From an optimization exercise on the open Yosys and OpenROAD flow, aimed at small area and a short achievable clock period; shortcuts taken in it are not production practice. At most, simulation tests tie the RTL to the original design; equivalence was not proved. Power figures rest on the tool's default switching activity, not on a simulated workload.

==> flow/design.v (excerpt) <==
module fft
(
	input iclk,
	input rst_n,
	input                    ien,
	input [6-1:0] iaddr,
	input [18-1:0]  iReal,
	input [18-1:0]  iImag,
	output                    oen,
	output [6-1:0] oaddr,
	output [18-1:0]  oReal,
	output [18-1:0]  oImag
);
For scale: ~3600 flip-flops, ~88 I/O pins, roughly 160000 um^2 of cells after synthesis.
clock: 11.0 ns
lec_check: 0
cap_margin: 20
core_margin: 2
core_utilization: 60
cts_cluster_diameter: 60
cts_cluster_size: 26
slew_margin: 20
standard.sh (not shown) runs the stock make flow with config.mk's settings and CLKGATE_MAP_FILE= SYNTH_SCRIPT=/design/flow/synth_recipe.tcl, a recipe that flattens the netlist after the stock synthesis.
==> flow/flow/run.sh <==
#!/bin/bash
# The standard layout (standard.sh) with two changes to how it is made:
# - the port buffers are plain buffers (buf_4) instead of the cell that
#   buffer_ports picks by default;
# - timing repair aims for 7.45 ns of setup slack at the design's 11 ns clock,
#   so that it works on paths the standard margin leaves alone.
set -euo pipefail
export BUFFER_PORTS_ARGS="-buffer_cell sky130_fd_sc_hd__buf_4"
export SETUP_SLACK_MARGIN=7.45
bash standard.sh > standard.log 2>&1
The baseline completed with no timing, DRC or antenna violations.
Next try:
--- a/flow/flow/run.sh
+++ b/flow/flow/run.sh
@@ -5 +5 @@
-# - timing repair aims for 7.45 ns of setup slack at the design's 11 ns clock,
+# - timing repair aims for 7.6 ns of setup slack at the design's 11 ns clock,
@@ -9 +9 @@
-export SETUP_SLACK_MARGIN=7.45
+export SETUP_SLACK_MARGIN=7.6
Effect: Combinational power rises by a few percent; utilization increases by 1.6 points; global-route usage goes up by 1.0 points; via count grows slightly; cell area climbs by a few percent; wire length grows by a few percent; power came out higher by a few percent; sequential share of layout area goes down by 0.91 points; area after synthesis stays the same; worst hold slack gets worse by 12 ps; setup slack is worse by 16 ps.
Next try:
Settings changed: CORE_UTILIZATION 60 to 40.
Outcome: Die area increases by well over a third. Register-to-register slack is worse by 40 ps. Utilization decreases by 22 points. Wire length decreases by a few percent. Non-clock buffer count stays the same. Synthesized cell count does not change. Sequential power stays flat. Area after synthesis is unchanged.
Next try:
--- a/flow/flow/run.sh
+++ b/flow/flow/run.sh
@@ -5 +5 @@
-# - timing repair aims for 7.6 ns of setup slack at the design's 11 ns clock,
+# - timing repair aims for 7.45 ns of setup slack at the design's 11 ns clock,
@@ -9 +9 @@
-export SETUP_SLACK_MARGIN=7.6
+export SETUP_SLACK_MARGIN=7.45
Settings changed: CORE_UTILIZATION 40 to 60, CTS_CLUSTER_DIAMETER 60 to 40, CTS_CLUSTER_SIZE 26 to 32.
After rerunning: Setup slack improves by 90 ps. Core utilization grows by 22 points. Clock power grows by a quarter to a third. Power grows by a few percent. Sequential power barely changes. Clock skew shrinks by 29 ps. Register-to-register slack degrades by 20 ps. Cell count shrinks by a little under a tenth. Synthesized area does not change. Global-route usage grows by 12 points.
No functional check of the RTL was part of any run of this note.

fft, a different RTL version from the one above (not shown whole).
Size in the first run: ~3,400 flip-flops.
Design fft, start of the top module:
module fft
(
	input iclk,
	input rst_n,
	input                    ien,
	input [6-1:0] iaddr,
	input [18-1:0]  iReal,
	input [18-1:0]  iImag,
	output                    oen,
	output [6-1:0] oaddr,
	output [18-1:0]  oReal,
	output [18-1:0]  oImag
);
export LEC_CHECK = 0
export CAP_MARGIN = 20
export CORE_MARGIN = 2
export CORE_UTILIZATION = 60
export CTS_CLUSTER_DIAMETER = 60
export CTS_CLUSTER_SIZE = 26
export SLEW_MARGIN = 20
create_clock -name core_clock -period 11.0 [get_ports {iclk}]
==> flow/flow/run.sh <==
#!/bin/bash
# The standard layout (standard.sh) with two changes to how it is made:
# - the port buffers are plain buffers (buf_4) instead of the cell that
#   buffer_ports picks by default;
# - timing repair aims for 7.52 ns of setup slack at the design's 11 ns clock,
#   so that it works on paths the standard margin leaves alone.
set -euo pipefail
export BUFFER_PORTS_ARGS="-buffer_cell sky130_fd_sc_hd__buf_4"
export SETUP_SLACK_MARGIN=7.52
bash standard.sh > standard.log 2>&1
Rerun with:
==> flow/flow/run.sh (replaced) <==
#!/bin/bash
# The standard layout (standard.sh) with two changes to how it is made:
# - the port buffers are plain buffers (buf_4) instead of the cell that
#   buffer_ports picks by default;
# - timing repair aims for 7.45 ns of setup slack at the design's 11 ns clock,
#   so that it works on paths the standard margin leaves alone.
set -euo pipefail
export BUFFER_PORTS_ARGS="-buffer_cell sky130_fd_sc_hd__buf_4"
export SETUP_SLACK_MARGIN=7.45
bash standard.sh > standard.log 2>&1
Outcome:
- routed wire length is higher by 1.4%
- worst setup slack improves by 0.038 ns
- sequential cell count is unchanged
- clock-buffer cell count is lower by 4
- synthesized area stays the same

==> afterwards: timing with drivers on the ports <==
The results above use ideal ports. As a check the final layouts listed here were re-extracted and re-timed, cells and wires unchanged. Step 1, drivers: a clkbuf_16 drives iclk and a buf_2 each remaining input, both assumed. Step 2 moves the port delays by t, midway between the first and last clock arrival at a register: inputs arrive t later, outputs are due t later. That takes back most of the time a late clock gives input paths. Three values: ideal, step 1, step 2; two values: the first two.
| run | shift t [ns] | setup slack, ns | hold slack, ns |
|---|---|---|---|
| the first run of note 1 | 1.000 | 7.405 / 7.303 / 7.065 | 0.296 / 0.296 / 0.296 |
| the second run of note 1 | 1.055 | 7.390 / 7.276 / 7.087 | 0.284 / 0.284 / 0.284 |
| the third run of note 1 | 1.072 | 7.337 / 7.221 / 6.817 | 0.282 / 0.282 / 0.282 |
| the fourth run of note 1 | 1.036 | 7.426 / 7.334 / 7.027 | 0.281 / 0.281 / 0.281 |
| the first run of note 2 | 1.006 | 7.357 / 7.325 / 6.959 | 0.276 / 0.276 / 0.276 |
| the second run of note 2 | 0.996 | 7.396 / 7.323 / 7.103 | 0.269 / 0.269 / 0.269 |
After both steps every run listed still meets setup and hold. The setup slack of the third run of note 1, which loses most, moves by -0.116 ns with the drivers and by -0.520 ns with both steps.
